This design comes from an exercise in tuning for small area on the open sky130 flow, not from production work.
RTL that was checked went through simulation tests only; none was proved equivalent to the original.
No functional check of the RTL was part of run 3.
Power and IR drop assume default switching activity.

<file path="design/flow/flow/run.sh">
#!/bin/bash
# Standard layout, with the port buffers made of the smallest buffer cell
# and a clock tree of smaller buffers without dummy loads.
export BUFFER_PORTS_ARGS="-buffer_cell sky130_fd_sc_hd__buf_1"
export CTS_ARGS="-sink_clustering_enable -repair_clock_nets -dont_use_dummy_load -buf_list sky130_fd_sc_hd__clkbuf_8 -sink_clustering_size 20"
bash standard.sh > standard.log 2>&1
</file>
<file path="design/flow/standard.sh">
#!/bin/bash
# synth_recipe.tcl (not shown) runs the flow's synth.tcl, then flattens the netlist and writes it again
# the make line also repeats each setting of config.mk as NAME=value (left out here)
make -C /OpenROAD-flow-scripts/flow DESIGN_CONFIG=/design/flow/config.mk WORK_HOME=/design/flow/orfs CLKGATE_MAP_FILE= SYNTH_SCRIPT=/design/flow/synth_recipe.tcl "${@:-finish}"
</file>
<file path="design/flow/config.mk">
export PLATFORM = sky130hd
export DESIGN_NAME = Solve
export DESIGN_NICKNAME = Solve
export VERILOG_FILES = /design/flow/design.v
export SDC_FILE = /design/flow/constraint.sdc
export NUM_CORES = 4
export LEC_CHECK = 0
export CAP_MARGIN = 20
export CORE_MARGIN = 2
export CORE_UTILIZATION = 40
export SLEW_MARGIN = 20
export SYNTH_MEMORY_MAX_BITS = 65536
</file>
<file path="design/flow/constraint.sdc">
create_clock -name core_clock -period 10.0 [get_ports {clk}]
set_input_delay 2.0000 -clock core_clock [delete_from_list [all_inputs] [get_ports {clk}]]
set_output_delay 2.0000 -clock core_clock [all_outputs]
set_load 0.01 [all_outputs]
</file>
<file path="design/flow/design.v">
module Adder8421(
    input [16:0] a,
    input [8:0] b,
    output [16:0] c
);
wire [3:0] b0=b[3:0], b1=b[7:4], b2={3'd0,b[8]};
wire [4:0] t0={1'b0,a[3:0]};
wire [3:0] n0=t0[3:0];
wire f0=((n0+b0)&4'hf)>=4'd10;
wire [4:0] u0=n0+b0+(f0?4'd6:4'd0);
wire [1:0] c0=t0[4]+u0[4];
wire [4:0] t1=a[7:4]+c0;
wire [3:0] n1=t1[3:0];
wire f1=((n1+b1)&4'hf)>=4'd10;
wire [4:0] u1=n1+b1+(f1?4'd6:4'd0);
wire [1:0] c1=t1[4]+u1[4];
wire [4:0] t2=a[11:8]+c1;
wire [3:0] n2=t2[3:0];
wire f2=((n2+b2)&4'hf)>=4'd10;
wire [4:0] u2=n2+b2+(f2?4'd6:4'd0);
wire [1:0] c2=t2[4]+u2[4];
wire [4:0] t3=a[15:12]+c2;
wire [3:0] n3=t3[3:0];
wire f3=n3>=4'd10;
wire [4:0] u3=n3+(f3?4'd6:4'd0);
wire [1:0] c3=t3[4]+u3[4];
assign c={a[16]^c3[0],u3[3:0],u2[3:0],u1[3:0],u0[3:0]};
endmodule
module JK(
    input J,K,clk,
    input reset,
    output out
);
reg e;
assign out=e;
always @(posedge clk)begin
    if(reset)e<=0;
    else if(J)e<=1;
    else if(K)e<=0;
end
endmodule
module STreg(
    input clk,
    input rst,
    input reset,
    input we,
    input [15:0] data,
    input [15:0] ldata,
    output [15:0] out,
    output [2:0] lcode
);
reg [15:0] re;
reg [2:0] lc;
reg modi;
wire hi=(ldata>=16'hff6a);
wire [7:0] lb=ldata[7:0];
wire [2:0] wc=hi?((lb==8'h6a)?3'd0:(lb<=8'h97)?3'd1:(lb<=8'hc4)?3'd2:(lb<=8'hf1)?3'd3:3'd4):
                 ((ldata<=16'd30)?3'd4:(ldata<=16'd120)?3'd5:(ldata<=16'd210)?3'd6:3'd7);
always @(posedge clk)begin
    if(reset)begin
        re<=0;
        lc<=3'd4;
        modi<=0;
    end else begin
        if(we&&modi)begin
            re<=data;
            lc<=wc;
        end else if(rst)begin
            re<=0;
            lc<=3'd4;
        end
        modi<=!we;
    end
end
assign out=re;
assign lcode=lc;
endmodule
module Judge(
    input clk,
    input start,
    input reset,
    input [15:0] now,
    input [15:0] fac,
    output [2:0] out,
    output signed [15:0] modi,
    output ready
);
reg [1:0] state;
reg [2:0] res;
reg [15:0] dec;              
reg [15:0] rmodi;
assign modi=rmodi;
reg resd;
assign out=res;
assign ready=resd;
wire [15:0] r=rmodi;
wire rb=(r>=16'd65176);
wire lt31 =(r<16'd31) |(rb&(r<16'd65207));
wire lt46 =(r<16'd46) |(rb&(r<16'd65222));
wire lt61 =(r<16'd61) |(rb&(r<16'd65237));
wire lt180=(r<16'd180)|(rb&(r<16'd65356));
wire lt300=(r<16'd300)|(rb&(r<16'd65476));
wire lt315=(r<16'd315)|(rb&(r<16'd65491));
wire lt330=(r<16'd330)|(rb&(r<16'd65506));
wire rsub=(r<16'd360&&r>=16'd180);
wire radd=(r>=16'd360&&r<=16'hff4B);
always @(posedge clk) dec<=fac-now;
always @ (posedge clk) begin
    if(reset)begin
        state<=0;
        resd<=0;
        res<=0;
        rmodi<=0;
    end else
    case(state)
        2'd0:begin
            resd<=0;
            if(start)begin
                state<=1;
            end
        end
        2'd1:begin
            rmodi<=dec;
            state<=2;
        end
        2'd2:begin
            state<=3;
            if(rsub||radd)begin
                rmodi<={r[15:3]+(rsub?13'h1fd3:13'h002d),r[2:0]};
            end
            if(lt180)begin
                if(!lt46)begin
                    if(!lt61)res<=3'b111;
                    else res<=3'b110;
                end else begin
                    if(!lt31)res<=3'b101;
                    else res<=3'b100;
                end
            end else begin
                if(lt315)begin
                    if(lt300)res<=3'b011;
                    else res<=3'b010;
                end else begin
                    if(lt330)res<=3'b001;
                    else res<=3'b000;
                end
            end
        end
        2'd3:begin
            state<=0;
            resd<=1;
        end
    endcase
end
endmodule
module Score#(
    parameter AC=16'h100
)(
    input clk,
    input rst,
    input reset,
    input cal,
    input [2:0] result,
    input signed [15:0] dev,
    output [31:0] out
);
reg [8:0] mid;
reg [16:0] score;
wire [16:0] value;
wire [15:0] nmodi=-dev;
wire [15:0] m=dev[15]?dev:nmodi;
reg start;
reg state;
reg [3:0] astate;
wire ok=(astate==4'd8);
Adder8421 adder(
    .a(score),
    .b(mid),
    .c(value)
);
always @(posedge clk)begin
    if(reset)astate<=4'd9;
    else if(rst)astate<=4'd9;
    else if(astate==4'd9)begin
        if(start)astate<=4'd0;
    end else if(astate==4'd8)astate<=4'd9;
    else astate<=astate+4'd1;
end
always @(posedge clk)begin
    if(reset)begin
        state<=0;
        start<=0;
        score<=0;
    end else if(rst)score<=0;
    else begin
        if(state)begin
            start<=0;
            if(ok)begin
                state<=0;
                score<=value;
            end
        end else begin
            if(cal)begin
                state<=1;
                start<=1;
                if(result[1:0]==0)begin
                    mid<=AC;
                end else if(result[1:0]==3)begin
                    mid<=0;
                end else if(result[1])begin
                    mid<=9'h89-{m[5:3],1'd0,m[2:0]};
                end else begin
                    mid<=9'h99-{m[5:3],1'd0,m[2:0]};
                end
            end
        end
    end
end
assign out={15'd0,score};
endmodule
module memroad(
    input [7:0] a,
    output [7:0] x,
    output [7:0] y,
    output anti,
    output [2:0] lc,
    output d
);
wire [20:0] w;
localparam [255:0] C0 = 256'h00000000000000000000000000000015552aaaaaaaaaab555555555555555555;
assign w[0] = C0[a];
localparam [255:0] C1 = 256'h00000000000000000000000000000004000300c300d30d668308060600086100;
assign w[1] = C1[a];
localparam [255:0] C2 = 256'h0000000000000000000000000000000834a1034d3b6d363315750383a9d022ea;
assign w[2] = C2[a];
localparam [255:0] C3 = 256'h00000000000000000000000000000007cf5cfc30e410c198e8eaf878572f9d95;
assign w[3] = C3[a];
localparam [255:0] C4 = 256'h0000000000000000000000000000000fff800000000001ffffffff8000f86000;
assign w[4] = C4[a];
localparam [255:0] C5 = 256'h00000000000000000000000000000018007ffe07f19ffe000ff1ffffffffc000;
assign w[5] = C5[a];
localparam [255:0] C6 = 256'h0000000000000000000000000000001fff800007fff9e63cf60200ff10703e3b;
assign w[6] = C6[a];
localparam [255:0] C7 = 256'h0000000000000000000000000000001ffffe0079ff87e1c0f80203fc0f8fc1c7;
assign w[7] = C7[a];
localparam [255:0] C8 = 256'h0000000000000000000000000000001fffffff81fffe183cfe02000000000000;
assign w[8] = C8[a];
localparam [255:0] C9 = 256'h000000000000000000000000000000181fbe0187f199e63ff7f1fcfcef8fc1c4;
assign w[9] = C9[a];
localparam [255:0] C10 = 256'h0000000000000000000000000000001fe03e01878e60003ff00ffffce0003ffc;
assign w[10] = C10[a];
localparam [255:0] C11 = 256'h0000000000000000000000000000001fffc1fe787fffffc00ffe00031ffffffc;
assign w[11] = C11[a];
localparam [255:0] C12 = 256'h0000000000000000000000000000000000000000000000000000000000000003;
assign w[12] = C12[a];
localparam [255:0] C13 = 256'h0000000000000000000000000000000cff0ee7bfd83f83046307fc03ffffc000;
assign w[13] = C13[a];
localparam [255:0] C14 = 256'h00000000000000000000000000000003ff0107bfa48d4855dd5f5655badaab6e;
assign w[14] = C14[a];
localparam [255:0] C15 = 256'h0000000000000000000000000000001fff01f83e7cfecf87c100cc327c1cd89f;
assign w[15] = C15[a];
localparam [255:0] C16 = 256'h0000000000000000000000000000001fff000041837e37c43f01c3f0001f07ff;
assign w[16] = C16[a];
localparam [255:0] C17 = 256'h0000000000000000000000000000000d4a1554ad5b4cb491a25895a5bac55491;
assign w[17] = C17[a];
localparam [255:0] C18 = 256'h00000000000000000000000000000003310d98327c8cc86e3fa04e6e7c19b3f1;
assign w[18] = C18[a];
localparam [255:0] C19 = 256'h00000000000000000000000000000000ff021fc0000cffffc0003fe0001e0ff1;
assign w[19] = C19[a];
localparam [255:0] C20 = 256'h0000000000000000000000000000000000ffe0007ff300000000001fffe0000e;
assign w[20] = C20[a];
assign {x,y,anti,lc,d} = w;
endmodule
module Solve#(
    parameter Y=150,
    parameter X=200
)(
    input clk,
    input rst,
    input halt,
    input prepare,
    input start,
    input next,
    input switcher,
    input sw2,
    input auto,
    input keep,
    input [15:0] length,
    input [15:0] now,
    input [4:0] debug,
    output [15:0] dataput,
    output [31:0] dataput2,
    output wrong,
    output solved,
    output fakeclick,
    output [31:0] score,
    output signed [15:0] wwmodi,
    output ready,
    output wfresh,
    output [11:0] wcolorp,
    output [17:0] wBLOn,
    output nnote0,
    output [15:0] wnotex,wnotey,
    output [15:0] wperc,
    output endpass
);
localparam IDLE=10;
localparam WAITSTART=1;
localparam READNOTE=2;
localparam READINGNOTE=3;
localparam README=4;
localparam READINGSWI=5;
localparam WAIT=6;
localparam WAITJUDGE=7;
localparam CACHEDEV=8;
localparam PASS=14;
localparam WRONG=15;
localparam XY=X*Y;
localparam LAST=132;         
reg [3:0] state;
reg [7:0] nnote;             
reg [7:0] cur;               
reg [1:0] sn;                
reg tillf;                   
reg [3:0] ak;                
reg signed [15:0] modi;
reg [3:0] waitr;
reg [3:0] cc;                
reg fclick;
reg fresh;
reg dealtadd;
reg invalidadd;
reg preparing;
reg beginscore;
reg judgestart;
wire [7:0] nx,ny;
wire anti,nd;
wire [2:0] lc;
memroad memroad(
    .a(cur),
    .x(nx),
    .y(ny),
    .anti(anti),
    .lc(lc),
    .d(nd)
);
reg [3:0] lk;                
always @(*) begin
    case(lc)
        3'd1: lk=4'd1;
        3'd2: lk=4'd2;
        3'd3: lk=4'd3;
        3'd4: lk=4'd4;
        3'd5: lk=4'd6;
        3'd6: lk=4'd8;
        default: lk=4'd0;
    endcase
end
wire [8:0] notel=lk*6'd45;
wire [8:0] alldev=ak[2:0]*6'd45;
wire pge=anti?(nd?(now>16'd179&&now<16'd65356):(now>16'd359)):
              (nd?(now<16'd181||now>16'd540):(now<16'd1||now>16'd360));
reg [15:0] pk;
always @(*) begin
    case({anti,nd,pge})
        3'b100: pk=16'd0;
        3'b101: pk=16'hfe98;
        3'b110: pk=16'd180;
        3'b111: pk=16'hff4c;
        3'b000: pk=16'd361;
        3'b001: pk=16'd1;
        3'b010: pk=16'd541;
        default: pk=16'd181;
    endcase
end
wire [15:0] perc=(anti?now:~now)+pk;
assign wperc=perc;
wire addsign;
wire [15:0] outnow;
wire [2:0] lcode;
JK regjk(
    .clk(clk),
    .reset(rst),
    .J(next),
    .K(dealtadd||(state==IDLE)),
    .out(addsign)
);
STreg regtime(
    .clk(clk),
    .reset(rst),
    .rst(prepare),
    .we(next),
    .data(now),
    .ldata(length),
    .out(outnow),
    .lcode(lcode)
);
wire [2:0] jures;
wire AC=~(jures[1]&jures[0]);
wire judgeready;
wire signed [15:0] wmodi;
assign wwmodi=modi;
Judge judger(
    .clk(clk),
    .reset(rst),
    .start(judgestart),
    .ready(judgeready),
    .now(outnow),
    .fac({7'd0,alldev}),
    .modi(wmodi),
    .out(jures)
);
Score #(.AC(16'h100)) scorer(
    .clk(clk),
    .rst(preparing),
    .reset(rst),
    .cal(beginscore),
    .dev(wmodi),
    .result(jures),
    .out(score)
);
wire [15:0] taskri=notel+modi;
wire [16:0] dl={1'b0,length}-{1'b0,taskri};
wire len_eq=(dl[15:0]==16'd0);                        
wire len_ge=(taskri>=16'hffb0)?($signed(dl)>=-17'sd65456):($signed(dl)>=17'sd80);    
wire len_le=(taskri>16'd90&&taskri<=16'd65445)?($signed(dl)<=-17'sd90):(length==16'd0);  
wire early=(lcode<=lc);      
wire seq=(sn==2'd0||sn==2'd3)?(nnote==8'd0):(sn==2'd1)?(nnote==8'd49):(nnote==8'd95);
wire s2=(sn==2'd2);
wire [3:0] snote4={s2,s2,s2,sn[0]^sn[1]};
assign ready=(state==WAITSTART);
assign wrong=(state==WRONG);
assign wnotex={8'd0,nx};
assign wnotey={8'd0,ny};
assign solved=dealtadd&&(!invalidadd);
assign fakeclick=fclick;
assign wBLOn=(sn==2'd2)?XY:(sn==2'd3)?2*XY:18'd0;
assign wfresh=fresh;
reg [11:0] colorp;
always @(*) begin
    case(cc)
        4'd12:colorp=12'h2f0;
        4'd13:colorp=12'hff0;
        4'd14:colorp=12'hf80;
        4'd15:colorp=12'hf00;
        4'd8:colorp=12'h0f2;
        4'd9:colorp=12'h0ff;
        4'd10:colorp=12'h08f;
        4'd11:colorp=12'h22f;
        default:colorp=12'h000;
    endcase
end
assign wcolorp=colorp;
assign nnote0=nnote[0];
assign endpass=(state==PASS);
always @(posedge clk) begin
    if(rst)begin
        state<=IDLE;
        fclick<=0;
        fresh<=0;
        nnote<=0;
        cur<=8'd255;
        sn<=0;
        modi<=0;
        waitr<=0;
        preparing<=0;
        cc<=0;
        dealtadd<=0;
        invalidadd<=0;
        beginscore<=0;
        judgestart<=0;
    end else
    case(state)
        IDLE:begin
            if(prepare)begin
                fresh<=0;
                nnote<=0;
                modi<=0;
                waitr<=15;
                preparing<=1;
                sn<=0;
                ak<=0;
                state<=READNOTE;
            end
        end
        WAITSTART:begin
            preparing<=0;
            if(start)begin
                fresh<=1;
                state<=WAIT;
            end
        end
        READNOTE:begin
            fresh<=0;
            dealtadd<=0;
            beginscore<=0;
            state<=README;
        end
        READINGSWI:begin
            fresh<=1;
            sn<=sn+2'd1;
            state<=README;
        end
        READINGNOTE:begin
            cur<=nnote;
            tillf<=1;
            if(nnote==LAST)state<=PASS;
            else state<=CACHEDEV;
        end
        README:begin
            fresh<=0;
            state<=seq?READINGSWI:READINGNOTE;
        end
        CACHEDEV: begin
            fresh<=0;
            dealtadd<=0;
            invalidadd<=0;
            fclick<=0;
            if(tillf)begin
                tillf<=0;
                ak<=ak+lk;
            end else if(ak[3])begin
                ak[3]<=1'b0;
            end else if(preparing)begin
                state<=WAITSTART;
            end else if(waitr!=4'd15)begin
                waitr<=waitr+4'd1;
            end else state<=WAIT;
        end
        WAIT: begin
            fresh<=0;
            if(debug[4]&&nnote<{debug[3:0],3'd0})begin
                nnote<=nnote+8'd1;
                state<=READNOTE;
                fresh<=1;
            end else if(halt)begin
                state<=IDLE;
            end else if(addsign)begin
                dealtadd<=1;
                if((early&&keep)||len_le)begin
                    state<=CACHEDEV;
                    invalidadd<=1;
                end else begin
                    state<=WAITJUDGE;
                    judgestart<=1;
                end
            end else if(len_ge)begin
                if(keep)begin
                    state<=CACHEDEV;
                    waitr<=4'd1;
                    fclick<=1;
                end
                else begin
                    modi<=-16'sd80;
                    cc<=4'd11;
                    state<=WRONG;
                end
            end else if(auto)begin
                if(len_eq)begin
                    state<=CACHEDEV;
                    waitr<=4'd1;
                    fclick<=1;
                end
            end
        end
        WAITJUDGE:begin
            judgestart<=0;
            if(judgeready)begin
                cc<={1'b1,jures};
                modi<=wmodi;
                if((!AC)&&(!keep))begin
                    state<=WRONG;
                end else begin
                    beginscore<=1;
                    nnote<=nnote+8'd1;
                    state<=READNOTE;
                end
            end
        end
        WRONG:begin
            if(halt)begin
                state<=IDLE;
            end
        end
        PASS:begin
            if(halt)begin
                state<=IDLE;
            end
        end
        default:;
    endcase
end
wire [15:0] nmodi=-modi;
assign dataput=switcher?(sw2?perc[15:0]:now[15:0]):{snote4,waitr[3:0],state[3:0],4'd0};
wire [31:0] putdata1={colorp,1'd0,jures,score[31:16]};
wire [31:0] putdata2={modi[15:0],wmodi[15:0]};
wire [31:0] dataput22=switcher?putdata1:putdata2;
wire [31:0] putdata3=switcher?{modi,nmodi}:{nmodi,modi};
assign dataput2=sw2?putdata3:dataput22;
endmodule
</file>
==> key figures, run 1 <==
Yosys
  • Synth Area per Inst: 7.30 um^2
  • Most frequent cell after synthesis: sky130_fd_sc_hd__nor2_1
  • Leading post-synthesis cells by cell area: sky130_fd_sc_hd__dfxtp_1, sky130_fd_sc_hd__ha_1, sky130_fd_sc_hd__a21oi_1, sky130_fd_sc_hd__nor2_1, sky130_fd_sc_hd__nand2_1
  • Post-synthesis cell type count: 81
  • Post-synth top flop: sky130_fd_sc_hd__dfxtp_1
  • Part of the Yosys area used for sequential elements: 18.8%
  • Number of instances in the synthesized netlist: 2,373
  • Top cell type's share of synthesized area: 16.4%
  • Syn. warnings: 5
  • Mapped Area: 0.0173 mm^2
  • Post-synth EDFFs: 14
  • #FFs+latches synth: 156
  • Largest area contributor in the synthesized netlist: sky130_fd_sc_hd__dfxtp_1
  • Top post-synthesis cells by count: sky130_fd_sc_hd__nor2_1, sky130_fd_sc_hd__a21oi_1, sky130_fd_sc_hd__nand2_1
  • Share of async-settable or async-resettable flops after synthesis: 0%

Layout
  • Net count, final: 2,725
  • Diodes inserted: 0
  • Post-synthesis to final-layout area growth: 8.78%
  • Filler cells: 4,417
  • Utilization after layout: 43.9%
  • Share of layout cells above drive strength 1: 6.04%
  • Total non-filler cell area in the finished layout: 0.0188 mm^2

Worst setup path
  • Register-to-register setup slack: 0.56 ns
  • Nature of the critical path startpoint: flop
  • Maximum cell stage delay along the critical path: 0.60 ns
  • End of the worst register-to-register path: waitr[3]$_SDFFE_PP0P_
  • CP dominant cell by count: sky130_fd_sc_hd__ha_1
  • Worst reg2reg path depth: 40
  • Origin of the critical flop-to-flop path: cur[0]$_SDFFE_PP1P_
  • Arr. time, crit path: 9.74 ns
  • Category of the critical setup timing path: flop to flop
  • Crit path max-delay cell type: sky130_fd_sc_hd__or4b_4
  • Worst endpoint required time: 10.30 ns
  • Largest driver fanout on the critical path: 9
  • Kind of end point of the critical path: flop

Min path
  • Hold Path Stages: 1
  • Worst hold path type: flop to flop
  • Endpoint, Worst Hold: judger.dec[15]$_DFF_P_
  • Worst hold start: regtime.re[15]$_SDFFE_PP0P_

STA
  • Number of failing hold endpoints at the final stage: 0
  • Final period util: 94.4%
  • Count of endpoints failing setup in the final report: 0
  • Worst Clk Skew: 0.0399 ns
  • Slew at the pin closest to its max-slew limit: 1.14 ns
  • Max Transition Viols Final: 0
  • Highest clock frequency the design can meet: 106 MHz
  • Final critical-path required period: 9.44 ns
  • Max transition margin: 24.3%

Routing
  • Remaining antenna violation count: 0
  • Remaining DRCs: 0
  • Length of the first detailed-routing pass in iterations: 5
  • Iteration-0 DRC count of the detailed router: 1,820
  • Via density per instance: 5.87
  • Total Routed Length: 60,800 um
  • Number of vias in the routed layout: 18,000
  • Average detailed-routed wire length per instance: 19.8 um

Placement
  • Routability cong.: 0.985
  • IO buf count: 189
  • Area of placed instances: 0.0185 mm^2
  • HPWL reported at the end of detailed placement: 46,400 um

Clock tree
  • Number of buffers added to fix hold violations after cts: 0
  • Clock transition at the registers of the reported paths: 0.08 ns
  • TritonCTS Buffers: 17
  • CTS H-tree lvls: 4
  • Library cell used as clock root buffer: sky130_fd_sc_hd__clkbuf_8
  • CTS tree: built
  • Clock Sink Count: 156
  • Clock network latency to the later pin of the worst-skew pair: 0.46 ns
  • Buffer depth of the longest clock path: 2

GRT
  • Number of antenna violations at the first check in global routing: 0
  • Global-route wire length before repair: 94,800 um
  • Largest net degree at the start of global routing: 72
  • Total global routing track utilization: 26.6%
  • Via count of the first global-routing pass: 16,800
  • Total grt overflow: 0

Die
  • Ports: 228
  • Die outline width: 212 um
  • Placement Rows: 76
  • Standard cell core area: 0.0429 mm^2
  • Die area: 0.0450 mm^2
  • Initial Utilization: 40.4%
  • Chip height: 212 um

Outcome
  • Run status: timing/DRC/antenna clean

Pwr
  • Share of power burned in the clock network: 10.4%
  • Internal Dissipation: 1.76 mW
  • Sw Share: 49.9%
  • Share of total power in sequential cells: 25.8%
  • Switching power total: 1.75 mW
  • Power density normalized to cell area: 186 mW/mm^2
  • Combinational share of power: 63.8%
  • Leakage power of the design: 7.65 nW
  • Worst IR Drop VDD: 0.109 mV

Flow run
  • Number of violations of the max-capacitance limit: 0
power groups by stage:
stage	combinational, mW	clock [mW]	sequential (mW)
after CTS	2.21	0.378	0.899
after detailed placement	2.19	0	0.913
final	2.24	0.366	0.906
after global placement	2.16	0	0.913
after floorplan	1.68	0	0.813
after global routing	2.49	0.404	0.917
registers in the layout, summed over array words and instances (netlist names), 2 cells and up:
signal         cells
scorer.score      17
nnote              8
judger.dec        16
sn                 2
scorer.astate      4
waitr              4
wcolorp            7
regtime.re        16
ak                 4
regtime.lc         3
judger.res         3
judger.state       2
cur                8
scorer.mid         9
judger.rmodi      16
modi              16
state              4
cc                 4
layer usage:
layer / part of all wire, % / vias up / track usage [%]
met5: 0 / - / 0
met4: 3.3 / 0 / 9.23
met3: 8.4 / 107 / 4.92
met2: 44 / 825 / 41.0
met1: 45 / 8489 / 36.9
li1: - / 8602 / -
logic make-up (layout without fill, tap and decap cells):
group / after synthesis / after routing / synth area share [%]
compound gates: 680 / 680 / 24.9
xor+xnor: 136 / 136 / 6.88
fa+ha+maj: 192 / 192 / 14.9
buf+inv: 329 / 403 / 8.27
flops: 156 / 156 / 18.8
mux: 69 / 69 / 4.33
other cells: 1 / 38 / 0.0217
simple gates: 810 / 810 / 21.9
area by class of cell:
type	count	area, um^2	share of cell area (%)
multi-input cells	1925	12900	68.4
flip-flops and latches	156	3270	17.3
repair buffers	252	1230	6.51
well taps	585	732	3.88
inverters	134	503	2.67
clock buffers	17	234	1.24
worst max-delay path, delay by kind of cell (launching register included):
family | cells | cell delay, ns
AOI/OAI and AO/OA | 13 | 2.68
xor gates and xnor gates | 4 | 0.69
adders and majority gates | 8 | 2.50
buffers and inverters | 3 | 0.41
DFF | 1 | 0.37
muxes | 2 | 0.50
and+or+nand+nor | 10 | 2.12
worst max-delay path by stage:
stage	cells past startpoint	slack [ns]	to	start
final	40	0.56	waitr[3]$_SDFFE_PP0P_	cur[0]$_SDFFE_PP1P_
after global routing	45	-0.002	waitr[3]$_SDFFE_PP0P_	cur[0]$_SDFFE_PP1P_
after CTS	44	0.07	scorer.score[16]$_SDFFE_PP0P_	scorer.mid[0]$_SDFFCE_PP0P_
after detailed placement	40	0.12	wcolorp[9]$_SDFF_PN0_	cur[0]$_SDFFE_PP1P_
after global placement	44	0.24	scorer.score[16]$_SDFFE_PP0P_	scorer.mid[0]$_SDFFCE_PP0P_
after floorplan	40	0.12	waitr[3]$_SDFFE_PP0P_	cur[2]$_SDFFE_PP1P_
placed cells by master, fill, tap and decap left out, types with 11 or more instances in the layout:
cell type and instances:
sky130_fd_sc_hd__nand3_1 61, sky130_fd_sc_hd__a31oi_1 24, sky130_fd_sc_hd__o211ai_1 19, sky130_fd_sc_hd__buf_1 186
sky130_fd_sc_hd__nand3b_1 12, sky130_fd_sc_hd__a211o_1 11, sky130_fd_sc_hd__nand2b_1 24, sky130_fd_sc_hd__xor2_1 48
sky130_fd_sc_hd__nor2b_1 25, sky130_fd_sc_hd__nand2_1 221, sky130_fd_sc_hd__and2_1 14, sky130_fd_sc_hd__o21bai_1 14
sky130_fd_sc_hd__inv_1 129, sky130_fd_sc_hd__a21oi_1 228, sky130_fd_sc_hd__nor2_1 256, sky130_fd_sc_hd__buf_4 60
sky130_fd_sc_hd__mux2i_1 57, sky130_fd_sc_hd__clkbuf_8 17, sky130_fd_sc_hd__nor4_1 20, sky130_fd_sc_hd__a22o_1 13
sky130_fd_sc_hd__dfxtp_1 139, sky130_fd_sc_hd__conb_1 38, sky130_fd_sc_hd__or3_1 34, sky130_fd_sc_hd__and3_1 18
sky130_fd_sc_hd__a211oi_1 45, sky130_fd_sc_hd__o31ai_1 14, sky130_fd_sc_hd__o22ai_1 16, sky130_fd_sc_hd__fa_1 21
sky130_fd_sc_hd__a21o_1 23, sky130_fd_sc_hd__nand4_1 17, sky130_fd_sc_hd__o21a_1 16, sky130_fd_sc_hd__o21ai_0 142
sky130_fd_sc_hd__xnor2_1 86, sky130_fd_sc_hd__nor3_1 60, sky130_fd_sc_hd__ha_1 162, sky130_fd_sc_hd__edfxtp_1 14
per-stage QoR:
step	instances	power, mW	worst slack [ns]	setup TNS [ns]	hold WS [ns]
floorplan	2410	2.49	0.117	0	0.436
detailed placement	3048	3.10	0.119	0	0.454
finish	3069	3.51	0.559	0	0.472
CTS	3065	3.48	0.0749	0	0.470
global placement	3048	3.07	0.244	0	0.450
global route	3069	3.81	-0.00177	-0.00177	0.502
what timing repair did:
item | CTS | global route
gates resized for setup | 0 | 34
setup buffers | 0 | 4
endpoints found under the setup margin | 0 | 39
==> inputs of run 2 (changes only) <==
--- a/design/flow/design.v
+++ b/design/flow/design.v
@@ -3,28 +3,31 @@
     input [8:0] b,
     output [16:0] c
 );
-wire [3:0] b0=b[3:0], b1=b[7:4], b2={3'd0,b[8]};
-wire [4:0] t0={1'b0,a[3:0]};
-wire [3:0] n0=t0[3:0];
-wire f0=((n0+b0)&4'hf)>=4'd10;
-wire [4:0] u0=n0+b0+(f0?4'd6:4'd0);
-wire [1:0] c0=t0[4]+u0[4];
-wire [4:0] t1=a[7:4]+c0;
-wire [3:0] n1=t1[3:0];
-wire f1=((n1+b1)&4'hf)>=4'd10;
-wire [4:0] u1=n1+b1+(f1?4'd6:4'd0);
-wire [1:0] c1=t1[4]+u1[4];
-wire [4:0] t2=a[11:8]+c1;
-wire [3:0] n2=t2[3:0];
-wire f2=((n2+b2)&4'hf)>=4'd10;
-wire [4:0] u2=n2+b2+(f2?4'd6:4'd0);
-wire [1:0] c2=t2[4]+u2[4];
-wire [4:0] t3=a[15:12]+c2;
-wire [3:0] n3=t3[3:0];
-wire f3=n3>=4'd10;
-wire [4:0] u3=n3+(f3?4'd6:4'd0);
-wire [1:0] c3=t3[4]+u3[4];
-assign c={a[16]^c3[0],u3[3:0],u2[3:0],u1[3:0],u0[3:0]};
+function automatic [4:0] add4(input [3:0] x, input [3:0] y, input ci);
+    integer i;
+    reg cc;
+    reg [3:0] s;
+    begin
+        cc=ci;
+        for(i=0;i<4;i=i+1)begin
+            s[i]=x[i]^y[i]^cc;
+            cc=(x[i]&y[i])|(cc&(x[i]^y[i]));
+        end
+        add4={cc,s};
+    end
+endfunction
+function automatic [4:0] digit(input [4:0] s);      
+    reg corr;
+    begin
+        corr=!s[4]&s[3]&(s[2]|s[1]);
+        digit={s[4]|corr,corr?{1'b0,s[2]&s[1],s[2]&!s[1],s[0]}:s[3:0]};
+    end
+endfunction
+wire [4:0] d0=digit(add4(a[3:0],b[3:0],1'b0));
+wire [4:0] d1=digit(add4(a[7:4],b[7:4],d0[4]));
+wire [4:0] d2=digit(add4(a[11:8],{3'd0,b[8]},d1[4]));
+wire [4:0] d3=digit(add4(a[15:12],4'd0,d2[4]));
+assign c={a[16]^d3[4],d3[3:0],d2[3:0],d1[3:0],d0[3:0]};
 endmodule
 module JK(
     input J,K,clk,
@@ -104,7 +107,22 @@
 wire lt330=(r<16'd330)|(rb&(r<16'd65506));
 wire rsub=(r<16'd360&&r>=16'd180);
 wire radd=(r>=16'd360&&r<=16'hff4B);
-always @(posedge clk) dec<=fac-now;
+function automatic [16:0] add16(input [15:0] x, input [15:0] y, input ci);
+    integer i;
+    reg cc;
+    reg [15:0] s;
+    begin
+        cc=ci;
+        for(i=0;i<16;i=i+1)begin
+            s[i]=x[i]^y[i]^cc;
+            cc=(x[i]&y[i])|(cc&(x[i]^y[i]));
+        end
+        add16={cc,s};
+    end
+endfunction
+wire [16:0] facnow=add16(fac,~now,1'b1);
+wire [16:0] radj=add16(r,rsub?16'hfe98:16'h0168,1'b0);
+always @(posedge clk) dec<=facnow[15:0];
 always @ (posedge clk) begin
     if(reset)begin
         state<=0;
@@ -126,7 +144,7 @@
         2'd2:begin
             state<=3;
             if(rsub||radd)begin
-                rmodi<={r[15:3]+(rsub?13'h1fd3:13'h002d),r[2:0]};
+                rmodi<=radj[15:0];
             end
             if(lt180)begin
                 if(!lt46)begin
@@ -167,8 +185,10 @@
 reg [8:0] mid;
 reg [16:0] score;
 wire [16:0] value;
-wire [15:0] nmodi=-dev;
-wire [15:0] m=dev[15]?dev:nmodi;
+wire [5:0] m=dev[15]?dev[5:0]:(~dev[5:0])+6'd1;
+wire [3:0] mlo=4'd9-{1'b0,m[2:0]};
+wire [3:0] mhi8=4'd8-{1'b0,m[5:3]};
+wire [3:0] mhi9=4'd9-{1'b0,m[5:3]};
 reg start;
 reg state;
 reg [3:0] astate;
@@ -184,7 +204,7 @@
     else if(astate==4'd9)begin
         if(start)astate<=4'd0;
     end else if(astate==4'd8)astate<=4'd9;
-    else astate<=astate+4'd1;
+    else astate<=astate+4'd1;    
 end
 always @(posedge clk)begin
     if(reset)begin
@@ -208,9 +228,9 @@
                 end else if(result[1:0]==3)begin
                     mid<=0;
                 end else if(result[1])begin
-                    mid<=9'h89-{m[5:3],1'd0,m[2:0]};
+                    mid<={1'b0,mhi8,mlo};
                 end else begin
-                    mid<=9'h99-{m[5:3],1'd0,m[2:0]};
+                    mid<={1'b0,mhi9,mlo};
                 end
             end
         end
@@ -317,9 +337,34 @@
 localparam WRONG=15;
 localparam XY=X*Y;
 localparam LAST=132;         
+function automatic [16:0] add16(input [15:0] x, input [15:0] y, input ci);
+    integer i;
+    reg cc;
+    reg [15:0] s;
+    begin
+        cc=ci;
+        for(i=0;i<16;i=i+1)begin
+            s[i]=x[i]^y[i]^cc;
+            cc=(x[i]&y[i])|(cc&(x[i]^y[i]));
+        end
+        add16={cc,s};
+    end
+endfunction
+function automatic lt8(input [7:0] x, input [7:0] y);
+    integer i;
+    reg r;
+    begin
+        r=1'b0;
+        for(i=0;i<8;i=i+1)
+            r=(~x[i]&y[i])|(r&(~x[i]|y[i]));
+        lt8=r;
+    end
+endfunction
 reg [3:0] state;
 reg [7:0] nnote;             
 reg [7:0] cur;               
+wire [16:0] nnote1w=add16({8'd0,nnote},16'd0,1'b1);
+wire [7:0] nnote1=nnote1w[7:0];
 reg [1:0] sn;                
 reg tillf;                   
 reg [3:0] ak;                
@@ -419,11 +464,16 @@
     .result(jures),
     .out(score)
 );
-wire [15:0] taskri=notel+modi;
-wire [16:0] dl={1'b0,length}-{1'b0,taskri};
-wire len_eq=(dl[15:0]==16'd0);                        
-wire len_ge=(taskri>=16'hffb0)?($signed(dl)>=-17'sd65456):($signed(dl)>=17'sd80);    
-wire len_le=(taskri>16'd90&&taskri<=16'd65445)?($signed(dl)<=-17'sd90):(length==16'd0);  
+wire [16:0] taskri_d=add16({7'd0,notel},modi,1'b0);
+reg [15:0] taskri;
+always @(posedge clk) taskri<=taskri_d[15:0];
+wire [16:0] dl=add16(length,~taskri,1'b1);           
+wire nb=dl[16];
+wire [15:0] d=dl[15:0];
+wire len_eq=(d==16'd0);                               
+wire ge80=(d>=16'd80);
+wire len_ge=(taskri>=16'hffb0)?(nb|ge80):(nb&ge80);   
+wire len_le=(taskri>16'd90&&taskri<=16'd65445)?(!nb&&d<=16'd65446):(length==16'd0);  
 wire early=(lcode<=lc);      
 wire seq=(sn==2'd0||sn==2'd3)?(nnote==8'd0):(sn==2'd1)?(nnote==8'd49):(nnote==8'd95);
 wire s2=(sn==2'd2);
@@ -529,8 +579,8 @@
         end
         WAIT: begin
             fresh<=0;
-            if(debug[4]&&nnote<{debug[3:0],3'd0})begin
-                nnote<=nnote+8'd1;
+            if(debug[4]&&lt8(nnote,{debug[3:0],3'd0}))begin
+                nnote<=nnote1;
                 state<=READNOTE;
                 fresh<=1;
             end else if(halt)begin
@@ -572,7 +622,7 @@
                     state<=WRONG;
                 end else begin
                     beginscore<=1;
-                    nnote<=nnote+8'd1;
+                    nnote<=nnote1;
                     state<=READNOTE;
                 end
             end
@@ -590,7 +640,8 @@
         default:;
     endcase
 end
-wire [15:0] nmodi=-modi;
+wire [16:0] nmodi17=add16(~modi,16'd0,1'b1);
+wire [15:0] nmodi=nmodi17[15:0];
 assign dataput=switcher?(sw2?perc[15:0]:now[15:0]):{snote4,waitr[3:0],state[3:0],4'd0};
 wire [31:0] putdata1={colorp,1'd0,jures,score[31:16]};
 wire [31:0] putdata2={modi[15:0],wmodi[15:0]};
==> key figures, run 2 <==
Outcome
  • Run status: timing/DRC/antenna clean

STA
  • Worst Clk Skew: 0.0484 ns
  • Number of failing hold endpoints at the final stage: 0
  • Unrepaired setup endpoints after global routing: no
  • Max Transition Viols Final: 0
  • Post-route setup slack: 0.407 ns
  • Max transition margin: 34.1%
  • Highest clock frequency the design can meet: 104 MHz
  • Slew at the pin closest to its max-slew limit: 0.984 ns
  • Setup total negative slack: 0 ns
  • Final critical-path required period: 9.59 ns
  • Final period util: 95.9%
  • Count of endpoints failing setup in the final report: 0

Routing
  • Length of the first detailed-routing pass in iterations: 6
  • Via density per instance: 5.87
  • Iteration-0 DRC count of the detailed router: 1,845
  • Total Routed Length: 53,900 um
  • Average detailed-routed wire length per instance: 20.0 um
  • Remaining antenna violation count: 0
  • Remaining DRCs: 0
  • Number of vias in the routed layout: 15,800

Flow run
  • Number of violations of the max-capacitance limit: 0

Yosys
  • Post-synth EDFFs: 14
  • Synth Area per Inst: 7.68 um^2
  • Most frequent cell after synthesis: sky130_fd_sc_hd__nor2_1
  • Syn. warnings: 6
  • Top cell type's share of synthesized area: 19.8%
  • Post-synth top flop: sky130_fd_sc_hd__dfxtp_1
  • Share of async-settable or async-resettable flops after synthesis: 0%
  • Mapped Area: 0.0159 mm^2
  • Leading post-synthesis cells by cell area: sky130_fd_sc_hd__dfxtp_1, sky130_fd_sc_hd__ha_1, sky130_fd_sc_hd__fa_1, sky130_fd_sc_hd__a21oi_1, sky130_fd_sc_hd__nor2_1
  • #FFs+latches synth: 172
  • Largest area contributor in the synthesized netlist: sky130_fd_sc_hd__dfxtp_1
  • Top post-synthesis cells by count: sky130_fd_sc_hd__nor2_1, sky130_fd_sc_hd__a21oi_1, sky130_fd_sc_hd__dfxtp_1
  • Post-synthesis cell type count: 83
  • Number of instances in the synthesized netlist: 2,075
  • Part of the Yosys area used for sequential elements: 22.5%

Clock tree
  • Clock network latency to the later pin of the worst-skew pair: 0.49 ns
  • Library cell used as clock root buffer: sky130_fd_sc_hd__clkbuf_8
  • TritonCTS Buffers: 17
  • Number of buffers added to fix hold violations after cts: 0
  • CTS H-tree lvls: 4
  • Number of instances resized during post-cts repair: 0
  • Clock Sink Count: 172
  • Buffer depth of the longest clock path: 2
  • Buffers inserted by post-CTS timing repair: 0
  • CTS tree: built
  • Clock transition at the registers of the reported paths: 0.12 ns

Placement
  • IO buf count: 189
  • Worst setup timing slack at the placement stage: -0.179 ns
  • Routability cong.: 0.997
  • HPWL reported at the end of detailed placement: 40,700 um

Die
  • Ports: 228
  • Standard cell core area: 0.0395 mm^2
  • Die outline width: 204 um
  • Initial Utilization: 40.3%
  • Chip height: 204 um
  • Die area: 0.0415 mm^2
  • Placement Rows: 73

Min path
  • Worst hold start: regtime.re[15]$_SDFFE_PP0P_
  • Endpoint, Worst Hold: judger.dec[15]$_DFF_P_
  • Hold Path Stages: 1
  • Worst hold path type: flop to flop

Worst setup path
  • Kind of end point of the critical path: flop
  • Crit path max-delay cell type: sky130_fd_sc_hd__fa_1
  • Register-to-register setup slack: 1.72 ns
  • Nature of the critical path startpoint: primary input
  • Largest driver fanout on the critical path: 4
  • Maximum cell stage delay along the critical path: 0.42 ns
  • Number of buffers and inverters on the critical path: 6
  • Family with the most delay on the worst path: adder cells
  • Category of the critical setup timing path: primary input to flop
  • End of the worst register-to-register path: taskri[15]$_DFF_P_
  • Worst reg2reg path depth: 28
  • Origin of the critical flop-to-flop path: cur[4]$_SDFFE_PP1P_
  • CP dominant cell by count: sky130_fd_sc_hd__fa_1
  • Worst endpoint required time: 10.37 ns
  • Arr. time, crit path: 9.96 ns

Layout
  • Diodes inserted: 0
  • Share of layout cells above drive strength 1: 4.72%
  • Register containing the most flip-flops in the final layout: scorer.score
  • Max FFs per register: 17
  • Leading cell type in the layout, fill and taps excluded: sky130_fd_sc_hd__buf_1
  • Post-synthesis to final-layout area growth: 7.39%
  • Commonest cells after routing, fill and taps aside: sky130_fd_sc_hd__buf_1, sky130_fd_sc_hd__nor2_1, sky130_fd_sc_hd__a21oi_1, sky130_fd_sc_hd__inv_1, sky130_fd_sc_hd__dfxtp_1
  • Net count, final: 2,397

GRT
  • Largest net degree at the start of global routing: 67
  • Number of antenna violations at the first check in global routing: 0
  • Total global routing track utilization: 25.5%
  • Global-route wire length before repair: 84,100 um
  • Total grt overflow: 0
  • Via count of the first global-routing pass: 14,700

Pwr
  • Leakage power of the design: 6.68 nW
  • Worst IR Drop VDD: 0.0879 mV
  • Power density normalized to cell area: 184 mW/mm^2
-- run 2: cell count changes after synthesis, sizes merged, moves of 12 or more --
cell and delta:
nor2 -74, inv +26, xor2 -37, dfxtp +16, xnor2 -38, o22ai +12
nand2b +19, fa +31, a21oi -76, and3 -13, a31oi +12, nand2 -69
ha -37
-- run 2: logic make-up (layout without fill, tap and decap cells) --
group	count (synthesis)	count (layout)	share of synthesized area (%)
AO/OA/AOI/OAI	583	583	23.5
multiplexers	67	67	4.27
buffers and inverters	363	413	9.89
flip-flops	172	172	22.5
adder cells (fa/ha/maj)	188	188	17.3
XOR/XNOR	61	61	3.35
other	1	38	0.0235
AND/OR/NAND/NOR	640	640	19.2
-- run 2: per-stage QoR --
step                hold WS, ns  power, mW  instance area (um^2)  utilization (%)  cells
detailed placement        0.455       2.74                 16900             42.6   2670
floorplan                 0.432       2.19                 16100                -   2112
CTS                       0.472       3.12                 17100             43.2   2687
global placement          0.454       2.71                 16900             42.6   2670
finish                    0.472       3.15                 17100             43.3   2687
global route              0.503       3.39                 17100             43.3   2687
-- run 2: final cells by class --
class                      count  area (um^2)
timing repair buffer         234         1080
multi-input combinational   1577        11000
clock buffer                  17          234
inverter                     162          608
fill                        4091        22400
tap                          525          657
sequential                   172         3590
-- run 2: worst max path at each step --
stage	from	to	depth (start not counted)
2_1_floorplan	length[0]	waitr[3]$_SDFFE_PP0P_	27
3_3_place_gp	length[0]	waitr[3]$_SDFFE_PP0P_	28
3_5_place_dp	length[0]	waitr[2]$_SDFFE_PP0P_	28
4_1_cts	length[0]	waitr[2]$_SDFFE_PP0P_	28
5_1_grt	length[0]	waitr[0]$_SDFFE_PP0P_	30
6_report	length[0]	waitr[0]$_SDFFE_PP0P_	30
-- run 2: where the power goes --
group          internal [mW]  switching [mW]  leakage [nW]  total (mW)
Sequential             0.800           0.156          1.41       0.956
Clock                  0.151           0.233         0.122       0.383
Combinational          0.688            1.12          5.14        1.81
Total                   1.64            1.51          6.68        3.15
-- run 2: worst register-to-register path: cells and delay by family (launching register included) --
family                     cells  cell delay, ns
adders and majority gates     16            4.51
AOI/OAI and AO/OA              4            1.14
and+or+nand+nor                2            0.90
buffers and inverters          4            0.88
DFF                            1            0.32
muxes                          1            0.30
xor gates and xnor gates       1            0.14
-- run 2: routing by layer --
metal	up-vias	GRT usage, %	wire length (um)
met2	804	41.3	24600
met5	-	0	0
met1	7437	35.4	23600
li1	7440	-	-
met3	95	3.18	4300
met4	0	7.53	1380
==> inputs of run 3 (changes only) <==
--- a/design/flow/design.v
+++ b/design/flow/design.v
@@ -60,20 +60,15 @@
 wire [2:0] wc=hi?((lb==8'h6a)?3'd0:(lb<=8'h97)?3'd1:(lb<=8'hc4)?3'd2:(lb<=8'hf1)?3'd3:3'd4):
                  ((ldata<=16'd30)?3'd4:(ldata<=16'd120)?3'd5:(ldata<=16'd210)?3'd6:3'd7);
 always @(posedge clk)begin
-    if(reset)begin
+    if(we&&modi)begin
+        re<=data;
+        lc<=wc;
+    end else if(rst)begin
         re<=0;
         lc<=3'd4;
-        modi<=0;
-    end else begin
-        if(we&&modi)begin
-            re<=data;
-            lc<=wc;
-        end else if(rst)begin
-            re<=0;
-            lc<=3'd4;
-        end
-        modi<=!we;
     end
+    if(reset)modi<=0;
+    else modi<=!we;
 end
 assign out=re;
 assign lcode=lc;
@@ -361,10 +356,11 @@
     end
 endfunction
 reg [3:0] state;
-reg [7:0] nnote;             
-reg [7:0] cur;               
-wire [16:0] nnote1w=add16({8'd0,nnote},16'd0,1'b1);
-wire [7:0] nnote1=nnote1w[7:0];
+reg [7:0] cur;
+reg pz;
+wire rd=(state==READNOTE)||(state==README)||(state==READINGSWI)||(state==READINGNOTE);
+wire [16:0] cur1w=add16({8'd0,cur},16'd0,1'b1);
+wire [7:0] cur1=cur1w[7:0];
 reg [1:0] sn;                
 reg tillf;                   
 reg [3:0] ak;                
@@ -465,8 +461,7 @@
     .out(score)
 );
 wire [16:0] taskri_d=add16({7'd0,notel},modi,1'b0);
-reg [15:0] taskri;
-always @(posedge clk) taskri<=taskri_d[15:0];
+wire [15:0] taskri=taskri_d[15:0];
 wire [16:0] dl=add16(length,~taskri,1'b1);           
 wire nb=dl[16];
 wire [15:0] d=dl[15:0];
@@ -475,7 +470,7 @@
 wire len_ge=(taskri>=16'hffb0)?(nb|ge80):(nb&ge80);   
 wire len_le=(taskri>16'd90&&taskri<=16'd65445)?(!nb&&d<=16'd65446):(length==16'd0);  
 wire early=(lcode<=lc);      
-wire seq=(sn==2'd0||sn==2'd3)?(nnote==8'd0):(sn==2'd1)?(nnote==8'd49):(nnote==8'd95);
+wire seq=pz?(sn==2'd0||sn==2'd3):((sn==2'd1&&cur==8'd48)||(sn==2'd2&&cur==8'd94));
 wire s2=(sn==2'd2);
 wire [3:0] snote4={s2,s2,s2,sn[0]^sn[1]};
 assign ready=(state==WAITSTART);
@@ -501,14 +496,14 @@
     endcase
 end
 assign wcolorp=colorp;
-assign nnote0=nnote[0];
+assign nnote0=!pz&&(rd?!cur[0]:cur[0]);
 assign endpass=(state==PASS);
 always @(posedge clk) begin
     if(rst)begin
         state<=IDLE;
         fclick<=0;
         fresh<=0;
-        nnote<=0;
+        pz<=1;
         cur<=8'd255;
         sn<=0;
         modi<=0;
@@ -524,7 +519,7 @@
         IDLE:begin
             if(prepare)begin
                 fresh<=0;
-                nnote<=0;
+                pz<=1;
                 modi<=0;
                 waitr<=15;
                 preparing<=1;
@@ -552,9 +547,10 @@
             state<=README;
         end
         READINGNOTE:begin
-            cur<=nnote;
+            cur<=pz?8'd0:cur1;
+            pz<=0;
             tillf<=1;
-            if(nnote==LAST)state<=PASS;
+            if(!pz&&cur==LAST-1)state<=PASS;
             else state<=CACHEDEV;
         end
         README:begin
@@ -579,8 +575,7 @@
         end
         WAIT: begin
             fresh<=0;
-            if(debug[4]&&lt8(nnote,{debug[3:0],3'd0}))begin
-                nnote<=nnote1;
+            if(debug[4]&&lt8(cur,{debug[3:0],3'd0}))begin
                 state<=READNOTE;
                 fresh<=1;
             end else if(halt)begin
@@ -622,7 +617,6 @@
                     state<=WRONG;
                 end else begin
                     beginscore<=1;
-                    nnote<=nnote1;
                     state<=READNOTE;
                 end
             end
==> design/flow/flow/run.sh (replaced) <==
#!/bin/bash
# Standard layout, with the port buffers made of the smallest buffer cell
# and a clock tree of smaller buffers without dummy loads.
export BUFFER_PORTS_ARGS="-buffer_cell sky130_fd_sc_hd__buf_1"
export CTS_ARGS="-sink_clustering_enable -repair_clock_nets -dont_use_dummy_load -buf_list sky130_fd_sc_hd__clkbuf_8 -sink_clustering_size 16"
bash standard.sh > standard.log 2>&1
==> key figures, run 3 <==
STA
  • Worst Clk Skew: 0.0425 ns
  • Highest clock frequency the design can meet: 99.4 MHz
  • Final period util: 101%
  • Unrepaired setup endpoints after global routing: yes
  • Setup total negative slack: -0.249 ns
  • Post-route setup slack: -0.0629 ns
  • Number of failing hold endpoints at the final stage: 0
  • Final critical-path required period: 10.06 ns
  • Count of endpoints failing setup in the final report: 7
  • Max Transition Viols Final: 0
  • Slew at the pin closest to its max-slew limit: 1.13 ns
  • WHS: 0.460 ns
  • Max transition margin: 24.4%

Placement
  • Area of placed instances: 0.0168 mm^2
  • Routability cong.: 0.976
  • HPWL reported at the end of detailed placement: 39,900 um
  • Post-placement cell count: 2,629
  • IO buf count: 189
  • Worst setup timing slack at the placement stage: -0.385 ns

Min path
  • Hold Path Stages: 2
  • Worst hold path type: flop to flop

Worst setup path
  • Worst endpoint required time: 10.29 ns
  • CP dominant cell by count: sky130_fd_sc_hd__fa_2
  • Largest driver fanout on the critical path: 4
  • Maximum cell stage delay along the critical path: 0.46 ns
  • Worst reg2reg path depth: 47
  • Crit path max-delay cell type: sky130_fd_sc_hd__fa_2
  • Kind of end point of the critical path: flop
  • Category of the critical setup timing path: flop to flop
  • Total stage count of the critical path: 47
  • Number of buffers and inverters on the critical path: 13
  • Arr. time, crit path: 10.36 ns
  • Family with the most delay on the worst path: adder cells
  • Nature of the critical path startpoint: flop

GRT
  • Largest net degree at the start of global routing: 70
  • Global-route wire length before repair: 80,800 um
  • Total grt overflow: 0
  • Number of antenna violations at the first check in global routing: 1
  • Total global routing track utilization: 26.1%
  • Via count of the first global-routing pass: 14,200

Yosys
  • Combinational family with the most area after synthesis: compound AO/OA/AOI/OAI gates
  • Syn. warnings: 6
  • Top post-synthesis cells by count: sky130_fd_sc_hd__nor2_1, sky130_fd_sc_hd__a21oi_1, sky130_fd_sc_hd__inv_1
  • Xor and xnor fraction of the mapped netlist area: 3.33%
  • Post-synth EDFFs: 33
  • Post-synth top flop: sky130_fd_sc_hd__dfxtp_1
  • Synth Area per Inst: 7.76 um^2
  • Post-synthesis share of cell area spent on full adders, half adders and majority gates: 17.9%
  • #FFs+latches synth: 149
  • Top cell type's share of synthesized area: 15.3%
  • Number of instances in the synthesized netlist: 1,960
  • Post-synthesis compound-gate area fraction: 23.4%
  • Multiplexer share of the synthesized area: 4.07%
  • Mapped Area: 0.0152 mm^2
  • Basic-gate share of the synthesized area counting and, or, nand and nor cells: 19.5%
  • Largest area contributor in the synthesized netlist: sky130_fd_sc_hd__dfxtp_1
  • Share of async-settable or async-resettable flops after synthesis: 0%
  • Post-synthesis cell type count: 89
  • Most frequent cell after synthesis: sky130_fd_sc_hd__nor2_1
  • Leading post-synthesis cells by cell area: sky130_fd_sc_hd__dfxtp_1, sky130_fd_sc_hd__ha_1, sky130_fd_sc_hd__fa_1, sky130_fd_sc_hd__edfxtp_1, sky130_fd_sc_hd__a21oi_1
  • Part of the Yosys area used for sequential elements: 21.8%

Routing
  • Number of vias in the routed layout: 15,200
  • Total Routed Length: 52,200 um
  • Average detailed-routed wire length per instance: 19.6 um
  • Remaining antenna violation count: 0
  • Via density per instance: 5.73
  • Iteration-0 DRC count of the detailed router: 1,378
  • Remaining DRCs: 0
  • Length of the first detailed-routing pass in iterations: 5

Pwr
  • Switching power total: 1.34 mW
  • Sw Share: 46.6%
  • Leakage power of the design: 6.99 nW
  • Combinational share of power: 57.4%
  • Worst IR Drop VDD: 0.0748 mV
  • Share of power burned in the clock network: 12.5%
  • Share of total power in sequential cells: 30.1%
  • Internal Dissipation: 1.53 mW
  • Power density normalized to cell area: 164 mW/mm^2
  • Total design power: 2.87 mW

Die
  • Initial Utilization: 40.5%
  • Standard cell core area: 0.0376 mm^2
  • Ports: 228
  • Placement Rows: 71
  • Chip height: 199 um
  • Die outline width: 199 um
  • Die area: 0.0396 mm^2

Clock tree
  • Library cell used as clock root buffer: sky130_fd_sc_hd__clkbuf_8
  • Clock Sink Count: 149
  • Clock network latency to the later pin of the worst-skew pair: 0.47 ns
  • CTS H-tree lvls: 4
  • CTS tree: built
  • TritonCTS Buffers: 17
  • Buffer depth of the longest clock path: 2
  • Clock transition at the registers of the reported paths: 0.09 ns
  • Number of buffers added to fix hold violations after cts: 0

Layout
  • Total non-filler cell area in the finished layout: 0.0175 mm^2
  • Max FFs per register: 17
  • Utilization after layout: 46.6%
  • Diodes inserted: 0
  • Commonest cells after routing, fill and taps aside: sky130_fd_sc_hd__nor2_1, sky130_fd_sc_hd__buf_1, sky130_fd_sc_hd__a21oi_1, sky130_fd_sc_hd__nand2_1, sky130_fd_sc_hd__inv_1
  • Net count, final: 2,383
  • Leading cell type in the layout, fill and taps excluded: sky130_fd_sc_hd__nor2_1
  • Final Non-Filler Cells: 2,661
  • Share of layout cells above drive strength 1: 12.6%
  • Register containing the most flip-flops in the final layout: scorer.score
  • Area of combinational cells with multiple inputs: 0.0109 mm^2
  • Filler cells: 3,770
  • Post-synthesis to final-layout area growth: 15.2%
  • Area used by sequential logic in the layout: 0.00333 mm^2

Flow run
  • Number of violations of the max-capacitance limit: 0

Outcome
  • Run status: failed layout checks
  • Layout Check Fail Reasons: negative setup slack
==> run 3: what timing repair did <==
action	CTS	global route
pin swaps	29	29
resized for setup	38	51
endpoints found under the setup margin	32	36
gates cloned	2	0
buffers inserted	8	7
==> run 3: layout make-up <==
cell class | count | share of cell area [%]
multi-input combinational | 1509 | 62.4
sequential | 149 | 19.0
timing repair buffer | 323 | 10.3
tap | 511 | 3.65
inverter | 152 | 3.30
clock buffer | 17 | 1.34
==> run 3: kinds of logic (layout without fill, tap and decap cells) <==
logic type | after synthesis | in the layout
other | 1 | 38
XOR/XNOR | 57 | 57
flip-flops | 149 | 149
AND/OR/NAND/NOR | 617 | 617
adder cells (fa/ha/maj) | 186 | 186
AO/OA/AOI/OAI | 550 | 552
buffers and inverters | 341 | 492
multiplexers | 59 | 59
==> run 3: worst paths after layout <==
check	end	slack (ns)	start
min reg2reg	judger.rmodi[1]$_SDFFE_PP0P_	0.46	judger.dec[1]$_DFF_P_
min	judger.rmodi[1]$_SDFFE_PP0P_	0.46	judger.dec[1]$_DFF_P_
max	waitr[3]$_SDFFE_PP0P_	-0.06	cur[1]$_SDFFE_PP1P_
max reg2reg	waitr[3]$_SDFFE_PP0P_	-0.06	cur[1]$_SDFFE_PP1P_
==> run 3: layer usage <==
layer	wire (um)	track usage [%]	vias to the layer above
met5	12	0	-
met4	1520	8.32	2
met3	3710	3.97	113
met2	23400	40.9	668
met1	23500	36.8	7214
li1	-	-	7252
==> run 3: worst reg2reg max path: cells and delay by family, from the launching register on <==
kind / cells / cell delay (ns)
AOI/OAI and AO/OA: 9 / 1.48
adders and majority gates: 19 / 5.97
buffers and inverters: 13 / 1.11
DFF: 1 / 0.37
muxes: 2 / 0.43
and+or+nand+nor: 4 / 0.52
==> run 3: power groups by stage <==
| stage | Clock [mW] | Sequential, mW | Combinational, mW |
|---|---|---|---|
| finish | 0.359 | 0.862 | 1.65 |
| CTS | 0.365 | 0.858 | 1.60 |
| floorplan | 0 | 0.786 | 1.15 |
| global route | 0.388 | 0.877 | 1.84 |
| detailed placement | 0 | 0.870 | 1.53 |
| global placement | 0 | 0.870 | 1.50 |
==> inputs of run 4 (changes only) <==
--- a/design/flow/design.v
+++ b/design/flow/design.v
@@ -461,7 +461,8 @@
     .out(score)
 );
 wire [16:0] taskri_d=add16({7'd0,notel},modi,1'b0);
-wire [15:0] taskri=taskri_d[15:0];
+reg [15:0] taskri;
+always @(posedge clk) taskri<=taskri_d[15:0];
 wire [16:0] dl=add16(length,~taskri,1'b1);           
 wire nb=dl[16];
 wire [15:0] d=dl[15:0];
==> key figures, run 4 <==
Outcome
  • Run status: timing/DRC/antenna clean

Layout
  • Register containing the most flip-flops in the final layout: scorer.score
  • Share of layout cells above drive strength 1: 4.36%
  • Commonest cells after routing, fill and taps aside: sky130_fd_sc_hd__nor2_1, sky130_fd_sc_hd__buf_1, sky130_fd_sc_hd__inv_1, sky130_fd_sc_hd__a21oi_1, sky130_fd_sc_hd__nand2_1
  • Post-synthesis to final-layout area growth: 7.07%
  • Max FFs per register: 17
  • Utilization after layout: 43.2%
  • Final Non-Filler Cells: 2,584
  • Net count, final: 2,301
  • Leading cell type in the layout, fill and taps excluded: sky130_fd_sc_hd__nor2_1
  • Diodes inserted: 0

Yosys
  • Top cell type's share of synthesized area: 17.0%
  • Mapped Area: 0.0155 mm^2
  • Top post-synthesis cells by count: sky130_fd_sc_hd__nor2_1, sky130_fd_sc_hd__inv_1, sky130_fd_sc_hd__a21oi_1
  • Largest area contributor in the synthesized netlist: sky130_fd_sc_hd__dfxtp_1
  • Part of the Yosys area used for sequential elements: 23.4%
  • Post-synth EDFFs: 33
  • Share of async-settable or async-resettable flops after synthesis: 0%
  • Number of instances in the synthesized netlist: 1,980
  • Post-synthesis cell type count: 87
  • Synth Area per Inst: 7.84 um^2
  • Post-synth top flop: sky130_fd_sc_hd__dfxtp_1
  • Most frequent cell after synthesis: sky130_fd_sc_hd__nor2_1
  • #FFs+latches synth: 165
  • Syn. warnings: 6
  • Leading post-synthesis cells by cell area: sky130_fd_sc_hd__dfxtp_1, sky130_fd_sc_hd__ha_1, sky130_fd_sc_hd__fa_1, sky130_fd_sc_hd__edfxtp_1, sky130_fd_sc_hd__a21oi_1

Routing
  • Number of vias in the routed layout: 14,900
  • Via density per instance: 5.75
  • Length of the first detailed-routing pass in iterations: 6
  • Total Routed Length: 49,600 um
  • Average detailed-routed wire length per instance: 19.2 um
  • Remaining DRCs: 0
  • Iteration-0 DRC count of the detailed router: 1,583
  • Remaining antenna violation count: 0

Die
  • Ports: 228
  • Die area: 0.0404 mm^2
  • Standard cell core area: 0.0385 mm^2
  • Placement Rows: 72
  • Chip height: 201 um
  • Initial Utilization: 40.4%
  • Die outline width: 201 um

GRT
  • Number of antenna violations at the first check in global routing: 1
  • Largest net degree at the start of global routing: 96
  • Total global routing track utilization: 24.1%
  • Via count of the first global-routing pass: 14,000
  • Global-route wire length before repair: 78,300 um
  • Total grt overflow: 0

Worst setup path
  • Origin of the critical flop-to-flop path: cur[1]$_SDFFE_PP1P_
  • Family with the most delay on the worst path: adder cells
  • Maximum cell stage delay along the critical path: 0.44 ns
  • Crit path max-delay cell type: sky130_fd_sc_hd__or3_4
  • Category of the critical setup timing path: primary input to flop
  • Largest driver fanout on the critical path: 6
  • Worst endpoint required time: 10.27 ns
  • Kind of end point of the critical path: flop
  • Register-to-register setup slack: 1.53 ns
  • Worst reg2reg path depth: 29
  • CP Launch Point: length[0]
  • Number of buffers and inverters on the critical path: 6
  • Nature of the critical path startpoint: primary input
  • CP dominant cell by count: sky130_fd_sc_hd__fa_1
  • Total stage count of the critical path: 30
  • Arr. time, crit path: 9.95 ns

Clock tree
  • CTS tree: built
  • Clock Sink Count: 165
  • CTS H-tree lvls: 4
  • Library cell used as clock root buffer: sky130_fd_sc_hd__clkbuf_8
  • TritonCTS Buffers: 17
  • Clock transition at the registers of the reported paths: 0.08 ns
  • Clock network latency to the later pin of the worst-skew pair: 0.46 ns
  • Buffer depth of the longest clock path: 2

STA
  • Number of failing hold endpoints at the final stage: 0
  • Final critical-path required period: 9.68 ns
  • Highest clock frequency the design can meet: 103 MHz
  • Slew at the pin closest to its max-slew limit: 1.02 ns
  • Final period util: 96.8%
  • Max transition margin: 31.7%
  • WHS: 0.457 ns
  • Setup total negative slack: 0 ns
  • Worst Clk Skew: 0.0353 ns
  • Count of endpoints failing setup in the final report: 0
  • Max Transition Viols Final: 0

Min path
  • Hold Path Stages: 1
  • Worst hold path type: flop to flop
  • Worst hold start: regtime.re[15]$_SDFFCE_PN0P_

Pwr
  • Worst IR Drop VDD: 0.0945 mV
  • Leakage power of the design: 6.66 nW
  • Power density normalized to cell area: 183 mW/mm^2

Placement
  • HPWL reported at the end of detailed placement: 37,600 um
  • Post-placement cell count: 2,565
  • Routability cong.: 0.953
  • IO buf count: 189

Flow run
  • Number of violations of the max-capacitance limit: 0
-- run 4: changes by cell type after synthesis, sizes merged, moves of 7 or more --
cell    previous run  this run
a21oi            165       144
nor2b             47        29
o21ai            107       131
nand3b            12         5
dfxtp            116       132
a21o               5        15
nand3             47        54
nand2            142       134
o311ai            17         4
-- run 4: power by group --
group	internal [mW]	total, mW	switching [mW]
Sequential	0.786	0.954	0.168
Combinational	0.642	1.72	1.08
Clock	0.150	0.370	0.220
-- run 4: repair_timing --
item / CTS / global route
setup endpoints to repair: 0 / 24
buffers inserted: 0 / 1
hold buffers: 0 / 0
gates resized for setup: 0 / 14
-- run 4: final cells by class --
| class | instances | area (um^2) |
|---|---|---|
| flip-flops and latches | 165 | 3640 |
| repair buffers | 222 | 966 |
| inverters | 153 | 574 |
| clock buffers | 17 | 234 |
| multi-input cells | 1509 | 10600 |
| fillers | 4029 | 21800 |
| well taps | 518 | 648 |
-- run 4: routing by layer --
| metal | global-route usage [%] | routed length (um) |
|---|---|---|
| met5 | 0 | 13 |
| met2 | 39.3 | 23000 |
| met1 | 33.0 | 22000 |
| met3 | 3.93 | 3510 |
| met4 | 6.32 | 1080 |
-- run 4: kinds of logic (layout without fill, tap and decap cells) --
| logic type | count (synthesis) | after routing | synth area share [%] |
|---|---|---|---|
| xor+xnor | 53 | 53 | 2.99 |
| mux | 58 | 58 | 3.83 |
| compound gates | 546 | 546 | 22.6 |
| fa+ha+maj | 189 | 189 | 17.8 |
| buf+inv | 343 | 392 | 9.73 |
| other cells | 1 | 38 | 0.0241 |
| flops | 165 | 165 | 23.4 |
| simple gates | 625 | 625 | 19.6 |
-- run 4: per-stage QoR --
| step | total power, mW | instance area [um^2] | setup WS, ns |
|---|---|---|---|
| final | 3.04 | 16600 | 0.323 |
| after global routing | 3.32 | 16600 | -0.00728 |
| after CTS | 3.03 | 16600 | 0.140 |
| after detailed placement | 2.65 | 16300 | -0.323 |
| after floorplan | 2.19 | 15700 | 0.0196 |
| after global placement | 2.63 | 16300 | -0.224 |
-- run 4: path summary, 6_finish.rpt --
kind / endpoint
max: waitr[3]$_SDFFE_PP0P_
min: judger.dec[15]$_DFF_P_
max reg2reg: taskri[15]$_DFF_P_
min reg2reg: judger.dec[15]$_DFF_P_

what the ideal ports hide:
No port has a modelled driver above. Below, the same layouts with a new extraction and two added sets of constraints.
Step 1 (the two cells are an assumption about what drives the block):
set clk [get_ports {clk}]
set_driving_cell -lib_cell sky130_fd_sc_hd__clkbuf_16 $clk
set_driving_cell -lib_cell sky130_fd_sc_hd__buf_2 [delete_from_list [all_inputs] $clk]
Step 2 moves the port delays by t, midway between the first and last clock arrival at a register: inputs arrive t later, outputs are due t later. That takes back most of the time a late clock gives input paths.
a / b / c = ideal / step 1 / step 2; a / b = the first two.
run | t, ns | setup WS [ns] | latest minus earliest clock arrival (ns) | cell pins on the clock port's net
run 1 | 0.481 | 0.559 / 0.559 / 0.559 | 0.040 / 0.040 | 1
run 2 | 0.510 | 0.407 / 0.435 / -0.076 | 0.050 / 0.051 | 1
run 3 | 0.496 | -0.063 / -0.063 / -0.063 | 0.042 / 0.043 | 1
run 4 | 0.494 | 0.323 / 0.353 / -0.142 | 0.039 / 0.039 | 1
Met with ideal ports but missed after step 2: setup timing in run 2 and run 4. The setup slack of run 2, which loses most, moves by +0.028 ns with the drivers and by -0.483 ns with both steps.
